Source: an optimization exercise on an open RTL-to-GDS flow (aim: small area, a short achievable clock period and few clock cycles). Production flows keep margins and buffers that such runs may drop. RTL that was checked went through simulation tests only; none was proved equivalent to the original.

==> trial 69 <==
// kmeans_top
module kmeans_top #
(
    parameter K = 8,
    parameter D = 4,
    parameter W = 8,
    parameter N = 128
)
(
    input clk,
    input rst,
    input start,
    input signed [D*W-1:0] point_flat,
    input signed [K*D*W-1:0] init_centroid_flat,
    output done,
    output [6:0] point_addr,
    output signed [K*D*W-1:0] final_centroid_flat
);
Settings: LEC_CHECK=0, ABC_CLOCK_PERIOD_IN_PS=9000, CAP_MARGIN=20, CORE_MARGIN=2, CORE_UTILIZATION=65, PLACE_DENSITY=0.85, SLEW_MARGIN=20, SYNTH_HIERARCHICAL=1; clock period 40.0 ns.
standard.sh (not shown) runs the stock make flow with config.mk's settings and CLKGATE_MAP_FILE= SYNTH_SCRIPT=/design/flow/synth_recipe.tcl, a recipe that flattens the netlist after the stock synthesis.
==> flow/flow/run.sh <==
#!/bin/bash
# Layout flow: the standard synthesis unchanged, then the standard
# layout steps, with
#  - the timing repair asked to leave SETUP_SLACK_MARGIN ns of setup slack,
#    i.e. to aim at a shorter period than the constraint's 40 ns;
#  - small port buffers (every port still gets its own buffer);
#  - clock tree synthesis without dummy loads.
set -euo pipefail
MARGIN=30.6
CTS="-sink_clustering_enable -repair_clock_nets -dont_use_dummy_load -sink_clustering_size 24 -sink_clustering_max_diameter 120"
bash standard.sh synth > synth.log 2>&1
sed "s|CLKGATE_MAP_FILE= |CLKGATE_MAP_FILE= SETUP_SLACK_MARGIN=$MARGIN 'BUFFER_PORTS_ARGS=-buffer_cell sky130_fd_sc_hd__buf_1' 'CTS_ARGS=$CTS' |" standard.sh > layout.sh
bash layout.sh > layout.log 2>&1
==> inputs of trial 6, as changes to trial 69 <==
GPL_ROUTABILITY_DRIVEN = 0   (was not set)
PLACE_DENSITY = 0.95   (was 0.85)
==> results.ini <==
[placed_design]
dp.cells=10100
dpl-instance-area_um2=99200

[clock_tree]
post_cts_resized=480

[global_route]
met3_usage=0.512
grt_start_max_net_pins=119
gr-total-overflow=97
grtUsageMet2=0.766

[status]
status=aborted with a tool error
error_line=[ERROR GRT-0232] Routing congestion too high. Check the congestion heatmap in the GUI.
failed_stage=5_1_grt

That was trial 6.
==> results.ini <==
[global_route]
gr-total-overflow=0
grt_start_max_net_pins=226

[placed_design]
port_buffers=554
dp.cells=10100
dpl-instance-area_um2=99200

[synthesis]
yosysWarningCount=19

[clock_tree]
post_cts_resized=385

[status]
status=timing/DRC/antenna clean

[critical_path]
critPathCaptureType=output pin

That was trial 69.
Testbench counts of trial 69, summed over its fixed seeds: cycles 132,252.
Testbench counts of trial 6, summed over its fixed seeds: cycles 132,252.

==> run a <==
kmeans_top again, from the RTL that the note above started with.
Settings: LEC_CHECK=0, ABC_CLOCK_PERIOD_IN_PS=9000, CAP_MARGIN=20, CORE_MARGIN=2, CORE_UTILIZATION=65, PLACE_DENSITY=0.75, SLEW_MARGIN=20, SYNTH_HIERARCHICAL=1; clock period 40.0 ns.
==> flow/flow/run.sh <==
#!/bin/bash
# Layout flow: the standard synthesis unchanged, then the standard
# layout steps, with
#  - the timing repair asked to leave SETUP_SLACK_MARGIN ns of setup slack,
#    i.e. to aim at a shorter period than the constraint's 40 ns;
#  - small port buffers (every port still gets its own buffer);
#  - clock tree synthesis without dummy loads.
set -euo pipefail
MARGIN=30.6
CTS="-sink_clustering_enable -repair_clock_nets -dont_use_dummy_load -sink_clustering_size 20 -sink_clustering_max_diameter 100"
bash standard.sh synth > synth.log 2>&1
sed "s|CLKGATE_MAP_FILE= |CLKGATE_MAP_FILE= SETUP_SLACK_MARGIN=$MARGIN 'BUFFER_PORTS_ARGS=-buffer_cell sky130_fd_sc_hd__buf_1' 'CTS_ARGS=$CTS' |" standard.sh > layout.sh
bash layout.sh > layout.log 2>&1
==> run b (differences from run a) <==
--- a/flow/design.v
+++ b/flow/design.v
@@ -524,16 +524,12 @@
     assign d = ra + rb;
 endmodule
 module kfa (input a, input b, input c, output s, output co);
     assign s = a ^ b ^ c;
     assign co = (a & b) | (a & c) | (b & c);
 endmodule
-module kha (input a, input b, output s, output co);
-    assign s = a ^ b;
-    assign co = a & b;
-endmodule
 module kmeans_top #
 (
     parameter K = 8,
     parameter D = 4,
     parameter W = 8,
     parameter N = 128
@@ -590,130 +586,103 @@
     wire [17:0] m2b = c2b ? m1d : m1c;
     wire [1:0]  i2a = c2a ? {1'b1, c1b} : {1'b0, c1a};
     wire [1:0]  i2b = c2b ? {1'b1, c1d} : {1'b0, c1c};
     wire        c3  = m2b < m2a;
     wire [2:0]  best = c3 ? {1'b1, i2b} : {1'b0, i2a};
     reg  [2:0]  rsel;
-    reg  [K-1:0] roh;      
     reg  [31:0] p2;
     reg         v3;
     reg         drv;       
     always @(posedge clk) begin
         rsel <= v2 ? best : (t[2:0] - 3'd2);    
-        roh  <= {{K-1{1'b0}}, 1'b1} << (v2 ? best : (t[2:0] - 3'd2));
         p2 <= p1;
     end
-    integer d;
     reg [14:0]  sum [0:K-1][0:D-1];
     reg [6:0]   m   [0:K-1];
     reg [K-1:0] fresh;
-    wire [K-1:0] rsg = roh & ~fresh;
-    reg  [14:0] rs [0:D-1];
-    reg  [6:0]  rm;
-    integer rk;
-    always @(*) begin
-        for (d = 0; d < D; d = d + 1) begin
-            rs[d] = 15'd0;
-            for (rk = 0; rk < K; rk = rk + 1)
-                rs[d] = rs[d] | (sum[rk][d] & {15{rsg[rk]}});
-        end
-        rm = 7'd0;
-        for (rk = 0; rk < K; rk = rk + 1)
-            rm = rm | (m[rk] & {7{rsg[rk]}});
-    end
-    wire       rf = |(roh & fresh);
-    wire [14:0] acc [0:D-1];
-    genvar ga;
-    generate for (gd = 0; gd < D; gd = gd + 1) begin : g_acc
-        wire [14:0] x  = rs[gd];
-        wire [7:0]  pu = {~p2[gd*8+7], p2[gd*8 +: 7]};
-        wire [15:0] k;
-        kha u_h0 (.a(x[0]), .b(pu[0]), .s(acc[gd][0]), .co(k[1]));
-        for (ga = 1; ga < 8; ga = ga + 1) begin : g_lo
-            kfa u_fa (.a(x[ga]), .b(pu[ga]), .c(k[ga]), .s(acc[gd][ga]), .co(k[ga+1]));
-        end
-        for (ga = 8; ga < 15; ga = ga + 1) begin : g_hi
-            kha u_ha (.a(x[ga]), .b(k[ga]), .s(acc[gd][ga]), .co(k[ga+1]));
-        end
-        assign k[0] = 1'b0;
+    wire [14:0] rs [0:D-1];
+    generate for (gd = 0; gd < D; gd = gd + 1) begin : g_rs
+        assign rs[gd] = sum[rsel][gd];
     end endgenerate
+    wire [6:0] rm = m[rsel];
+    wire       rf = fresh[rsel];
+    integer d;
     always @(posedge clk) begin
-        for (rk = 0; rk < K; rk = rk + 1)
-            if (v3 && roh[rk]) begin
-                for (d = 0; d < D; d = d + 1)
-                    sum[rk][d] <= acc[d];
-                m[rk] <= rf ? 7'd0 : rm + 7'd1;
-            end
-    end
-    localparam [7:0] FASTMASK = 8'b00001011;
+        if (v3) begin
+            for (d = 0; d < D; d = d + 1)
+                sum[rsel][d] <= (rf ? 15'd0 : rs[d]) + {7'd0, ~p2[d*8+7], p2[d*8 +: 7]};
+            m[rsel] <= rf ? 7'd0 : rm + 7'd1;
+        end
+    end
+    function [14:0] divstep;
+        input [14:0] r;
+        input [6:0]  mm;       
+        reg [8:0] diff;
+        begin
+            diff = {1'b0, r[14:7]} + {1'b0, ~{1'b0, mm}};    
+            if (diff[8]) divstep = {diff[6:0], r[6:0], 1'b1};
+            else         divstep = {r[13:7],   r[6:0], 1'b0};
+        end
+    endfunction
     reg [14:0] da [0:D-1];
     reg [6:0]  dam;
     reg        dae;        
     reg        dav;
     reg [2:0]  daj;
+    always @(posedge clk) begin : g_da
+        reg [14:0] r;
+        integer s;
+        for (d = 0; d < D; d = d + 1) begin
+            r = rs[d];
+            for (s = 0; s < 3; s = s + 1) r = divstep(r, rm);
+            da[d] <= r;
+        end
+        dam <= rm;
+        dae <= rf;
+        daj <= rsel;
+    end
     reg [14:0] db [0:D-1];
     reg [6:0]  dbm;
     reg        dbe;
     reg        dbv;
     reg [2:0]  dbj;
-    wire [14:0] dq_out [0:D-1];    
-    genvar gs, gb;
-    generate for (gd = 0; gd < D; gd = gd + 1) begin : g_div
-        wire [14:0] ch [0:8];      
-        assign ch[0] = rs[gd];
-        for (gs = 0; gs < 8; gs = gs + 1) begin : g_step
-            wire [14:0] r  = (gs == 3) ? da[gd] : (gs == 6) ? db[gd] : ch[gs];
-            wire [6:0]  mn = (gs < 3) ? ~rm : (gs < 6) ? ~dam : ~dbm;    
-            wire [7:0]  tt = r[14:7];                                    
-            wire [6:0]  df;        
-            wire        q;         
-            if (FASTMASK[gs]) begin : g_fast
-                wire [8:0] sm = {1'b0, tt} + {2'b01, mn};
-                assign df = sm[6:0];
-                assign q  = sm[8];
-            end else begin : g_ripple
-                wire [7:0] k;
-                assign df[0] = tt[0] ^ mn[0];
-                assign k[1]  = tt[0] & mn[0];
-                for (gb = 1; gb < 7; gb = gb + 1) begin : g_b
-                    kfa u_fa (.a(tt[gb]), .b(mn[gb]), .c(k[gb]), .s(df[gb]), .co(k[gb+1]));
-                end
-                assign k[0] = 1'b0;
-                assign q = tt[7] | k[7];
-            end
-            assign ch[gs+1] = q ? {df, r[6:0], 1'b1} : {r[13:7], r[6:0], 1'b0};
-        end
-        assign dq_out[gd] = ch[8];
-        always @(posedge clk) begin
-            da[gd] <= ch[3];
-            db[gd] <= ch[6];
-        end
-    end endgenerate
-    always @(posedge clk) begin
-        dam <= rm;  dae <= rf;  daj <= rsel;
-        dbm <= dam; dbe <= dae; dbj <= daj;
+    always @(posedge clk) begin : g_db
+        reg [14:0] r;
+        integer s;
+        for (d = 0; d < D; d = d + 1) begin
+            r = da[d];
+            for (s = 0; s < 3; s = s + 1) r = divstep(r, dam);
+            db[d] <= r;
+        end
+        dbm <= dam;
+        dbe <= dae;
+        dbj <= daj;
     end
     wire [31:0] c0 = cen[31:0];
     reg  [31:0] cin;
     always @(*) begin : g_dc
-        reg [7:0] q;
+        reg [14:0] r;
+        reg [7:0]  q;
+        integer s;
         for (d = 0; d < D; d = d + 1) begin
-            q = dq_out[d][7:0];    
+            r = db[d];
+            for (s = 0; s < 2; s = s + 1) r = divstep(r, dbm);
+            q = r[7:0];    
             cin[d*8 +: 8] = dbe ? c0[d*8 +: 8]
-                          : {~q[7], q[6:0]} + {7'd0, ~q[7] & (dq_out[d][14:8] != 7'd0)};
+                          : {~q[7], q[6:0]} + {7'd0, ~q[7] & (r[14:8] != 7'd0)};
         end
     end
     reg  chg;              
     wire cmp_now = (cin != c0);
     wire last_shift = dbv & (dbj == 3'd7);
-    wire cen_sh   = dbv & ~load;
-    wire cen_hold = ~load & ~dbv;
-    always @(posedge clk)
-        cen <= (init_centroid_flat & {K*D*W{load}})
-             | ({cin, cen[K*D*W-1:32]} & {K*D*W{cen_sh}})
-             | (cen & {K*D*W{cen_hold}});
+    always @(posedge clk) begin
+        if (load)
+            cen <= init_centroid_flat;
+        else if (dbv)
+            cen <= {cin, cen[K*D*W-1:32]};
+    end
     always @(posedge clk) begin
         if (rst) begin
             run <= 1'b0; done_r <= 1'b0; conv_q <= 1'b0; t <= 8'd0;
             v1 <= 1'b0; v2 <= 1'b0; v3 <= 1'b0; drv <= 1'b0; dav <= 1'b0; dbv <= 1'b0;
         end else begin
             done_r <= 1'b0;
@@ -736,10 +705,10 @@
                 end
             end
         end
     end
     always @(posedge clk) begin
         if (run && t == 0) fresh <= {K{1'b1}};
-        else if (v3) fresh <= fresh & ~roh;
+        else if (v3) fresh[rsel] <= 1'b0;
         if (dbv) chg <= (dbj == 3'd0) ? cmp_now : (chg | cmp_now);
     end
 endmodule
==> flow/flow/run.sh (replaced) <==
#!/bin/bash
# Layout flow: the standard synthesis unchanged, then the standard
# layout steps, with
#  - the timing repair asked to leave SETUP_SLACK_MARGIN ns of setup slack,
#    i.e. to aim at a shorter period than the constraint's 40 ns;
#  - small port buffers (every port still gets its own buffer).
set -euo pipefail
MARGIN=31
bash standard.sh synth > synth.log 2>&1
sed "s|CLKGATE_MAP_FILE= |CLKGATE_MAP_FILE= SETUP_SLACK_MARGIN=$MARGIN 'BUFFER_PORTS_ARGS=-buffer_cell sky130_fd_sc_hd__buf_1' |" standard.sh > layout.sh
bash layout.sh > layout.log 2>&1
--- a/flow/config.mk
+++ b/flow/config.mk
@@ -5,10 +5,9 @@
 export SDC_FILE = /design/flow/constraint.sdc
 export NUM_CORES = 8
 export LEC_CHECK = 0
 export ABC_CLOCK_PERIOD_IN_PS = 9000
 export CAP_MARGIN = 20
 export CORE_MARGIN = 2
-export CORE_UTILIZATION = 65
-export PLACE_DENSITY = 0.75
+export CORE_UTILIZATION = 40
 export SLEW_MARGIN = 20
 export SYNTH_HIERARCHICAL = 1
==> run c (differences from run a) <==
--- a/flow/design.v
+++ b/flow/design.v
@@ -524,16 +524,12 @@
     assign d = ra + rb;
 endmodule
 module kfa (input a, input b, input c, output s, output co);
     assign s = a ^ b ^ c;
     assign co = (a & b) | (a & c) | (b & c);
 endmodule
-module kha (input a, input b, output s, output co);
-    assign s = a ^ b;
-    assign co = a & b;
-endmodule
 module kmeans_top #
 (
     parameter K = 8,
     parameter D = 4,
     parameter W = 8,
     parameter N = 128
@@ -590,62 +586,35 @@
     wire [17:0] m2b = c2b ? m1d : m1c;
     wire [1:0]  i2a = c2a ? {1'b1, c1b} : {1'b0, c1a};
     wire [1:0]  i2b = c2b ? {1'b1, c1d} : {1'b0, c1c};
     wire        c3  = m2b < m2a;
     wire [2:0]  best = c3 ? {1'b1, i2b} : {1'b0, i2a};
     reg  [2:0]  rsel;
-    reg  [K-1:0] roh;      
     reg  [31:0] p2;
     reg         v3;
     reg         drv;       
     always @(posedge clk) begin
         rsel <= v2 ? best : (t[2:0] - 3'd2);    
-        roh  <= {{K-1{1'b0}}, 1'b1} << (v2 ? best : (t[2:0] - 3'd2));
         p2 <= p1;
     end
-    integer d;
     reg [14:0]  sum [0:K-1][0:D-1];
     reg [6:0]   m   [0:K-1];
     reg [K-1:0] fresh;
-    wire [K-1:0] rsg = roh & ~fresh;
-    reg  [14:0] rs [0:D-1];
-    reg  [6:0]  rm;
-    integer rk;
-    always @(*) begin
-        for (d = 0; d < D; d = d + 1) begin
-            rs[d] = 15'd0;
-            for (rk = 0; rk < K; rk = rk + 1)
-                rs[d] = rs[d] | (sum[rk][d] & {15{rsg[rk]}});
-        end
-        rm = 7'd0;
-        for (rk = 0; rk < K; rk = rk + 1)
-            rm = rm | (m[rk] & {7{rsg[rk]}});
-    end
-    wire       rf = |(roh & fresh);
-    wire [14:0] acc [0:D-1];
-    genvar ga;
-    generate for (gd = 0; gd < D; gd = gd + 1) begin : g_acc
-        wire [14:0] x  = rs[gd];
-        wire [7:0]  pu = {~p2[gd*8+7], p2[gd*8 +: 7]};
-        wire [15:0] k;
-        kha u_h0 (.a(x[0]), .b(pu[0]), .s(acc[gd][0]), .co(k[1]));
-        for (ga = 1; ga < 8; ga = ga + 1) begin : g_lo
-            kfa u_fa (.a(x[ga]), .b(pu[ga]), .c(k[ga]), .s(acc[gd][ga]), .co(k[ga+1]));
-        end
-        for (ga = 8; ga < 15; ga = ga + 1) begin : g_hi
-            kha u_ha (.a(x[ga]), .b(k[ga]), .s(acc[gd][ga]), .co(k[ga+1]));
-        end
-        assign k[0] = 1'b0;
+    wire [14:0] rs [0:D-1];
+    generate for (gd = 0; gd < D; gd = gd + 1) begin : g_rs
+        assign rs[gd] = sum[rsel][gd];
     end endgenerate
+    wire [6:0] rm = m[rsel];
+    wire       rf = fresh[rsel];
+    integer d;
     always @(posedge clk) begin
-        for (rk = 0; rk < K; rk = rk + 1)
-            if (v3 && roh[rk]) begin
-                for (d = 0; d < D; d = d + 1)
-                    sum[rk][d] <= acc[d];
-                m[rk] <= rf ? 7'd0 : rm + 7'd1;
-            end
+        if (v3) begin
+            for (d = 0; d < D; d = d + 1)
+                sum[rsel][d] <= (rf ? 15'd0 : rs[d]) + {7'd0, ~p2[d*8+7], p2[d*8 +: 7]};
+            m[rsel] <= rf ? 7'd0 : rm + 7'd1;
+        end
     end
     localparam [7:0] FASTMASK = 8'b00001011;
     reg [14:0] da [0:D-1];
     reg [6:0]  dam;
     reg        dae;        
     reg        dav;
@@ -736,10 +705,10 @@
                 end
             end
         end
     end
     always @(posedge clk) begin
         if (run && t == 0) fresh <= {K{1'b1}};
-        else if (v3) fresh <= fresh & ~roh;
+        else if (v3) fresh[rsel] <= 1'b0;
         if (dbv) chg <= (dbj == 3'd0) ? cmp_now : (chg | cmp_now);
     end
 endmodule
--- a/flow/config.mk
+++ b/flow/config.mk
@@ -5,10 +5,10 @@
 export SDC_FILE = /design/flow/constraint.sdc
 export NUM_CORES = 8
 export LEC_CHECK = 0
 export ABC_CLOCK_PERIOD_IN_PS = 9000
 export CAP_MARGIN = 20
 export CORE_MARGIN = 2
-export CORE_UTILIZATION = 65
-export PLACE_DENSITY = 0.75
+export CORE_UTILIZATION = 75
+export PLACE_DENSITY = 0.85
 export SLEW_MARGIN = 20
 export SYNTH_HIERARCHICAL = 1
==> run d (differences from run a) <==
==> flow/flow/run.sh (replaced) <==
#!/bin/bash
# Layout flow: the standard synthesis unchanged, then the standard
# layout steps, with
#  - the timing repair asked to leave SETUP_SLACK_MARGIN ns of setup slack,
#    i.e. to aim at a shorter period than the constraint's 40 ns;
#  - small port buffers (every port still gets its own buffer);
#  - clock tree synthesis without dummy loads.
set -euo pipefail
MARGIN=30.6
CTS="-sink_clustering_enable -repair_clock_nets -dont_use_dummy_load -sink_clustering_size 24 -sink_clustering_max_diameter 120"
bash standard.sh synth > synth.log 2>&1
sed "s|CLKGATE_MAP_FILE= |CLKGATE_MAP_FILE= SETUP_SLACK_MARGIN=$MARGIN 'BUFFER_PORTS_ARGS=-buffer_cell sky130_fd_sc_hd__buf_1' 'CTS_ARGS=$CTS' |" standard.sh > layout.sh
bash layout.sh > layout.log 2>&1
--- a/flow/config.mk
+++ b/flow/config.mk
@@ -6,9 +6,10 @@
 export NUM_CORES = 8
 export LEC_CHECK = 0
 export ABC_CLOCK_PERIOD_IN_PS = 9000
 export CAP_MARGIN = 20
 export CORE_MARGIN = 2
 export CORE_UTILIZATION = 65
+export GPL_ROUTABILITY_DRIVEN = 0
 export PLACE_DENSITY = 0.75
 export SLEW_MARGIN = 20
 export SYNTH_HIERARCHICAL = 1
==> notes <==
- Run b finished clean. Run d produced a clean layout. Run a completed without violations. Run c finished clean.
- Non-clock buffer count: run b > run d > run a > run c.
- Sequential share of layout area: run a is higher than run c (0.63 points).
- Between run d and run c, the lower flip-flop and latch count is in run c (gap 8).
- Via count: run a is smaller than run b (about 0.2%).
==> figures <==
| item | run d | run b | run a | run c |
|---|---|---|---|---|
| Met2 WL post-DR | 139000 µm | 161000 µm | 143000 µm | 146000 µm |
| Largest net degree at the start of global routing | 121 | 85 | 137 | 136 |
| Start of the worst register-to-register path | dam[0] | cen[48] | dam[0] | dbm[0] |
| Inserted Diodes | 25 | 14 | 21 | 29 |
| Arrival time of data at the critical path endpoint | 1.44 ns | 1.77 ns | 10.01 ns | 9.84 ns |
| Horizontal die dimension | 385 µm | 502 µm | 385 µm | 363 µm |
| Filler instances | 10000 | 21800 | 10200 | 7127 |
| Total length of routed met3 wires | 47400 µm | 27400 µm | 44000 µm | 52800 µm |
| All-Layer GR Usage | 45.0% | 27.4% | 45.7% | 52.1% |
| Outcome | finished clean | finished clean | finished clean | finished clean |
Testbench counts of run a, summed over its fixed seeds: cycles 132,252.
Testbench counts of run c, summed over its fixed seeds: cycles 132,252.
Testbench counts of run d, summed over its fixed seeds: cycles 132,252.
For run b, only the layout was checked, not whether the RTL still works.

-- separate check: timing with driven ports --
The flow's constraints put no driver on any port. The routed layouts listed below were extracted and timed again, unchanged, in two steps.
Step 1: set_driving_cell puts a clkbuf_16 on clk and a buf_2 on each other input, an assumption about the parent block.
Step 2 also shifts input and output timing later by t, the mid clock arrival at the registers, as if the neighbouring blocks saw the same clock.
Three values: ideal ports, drivers, drivers and shift; two values: the first two.
| run | t (ns) | setup slack, ns | hold WS [ns] |
|---|---|---|---|
| trial 69 | 0.803 | 30.591 / 30.502 / 29.920 | 0.275 / 0.275 / 0.275 |
| run a | 0.788 | 30.553 / 30.497 / 29.819 | 0.330 / 0.330 / 0.330 |
| run b | 0.889 | 30.230 / 30.148 / 30.142 | 0.292 / 0.292 / 0.292 |
| run c | 0.791 | 30.576 / 30.491 / 29.848 | 0.328 / 0.328 / 0.328 |
| run d | 0.803 | 30.559 / 30.467 / 29.969 | 0.331 / 0.331 / 0.331 |
After both steps every run listed still meets setup and hold. The setup slack of run a, which loses most, moves by -0.056 ns with the drivers and by -0.734 ns with both steps.
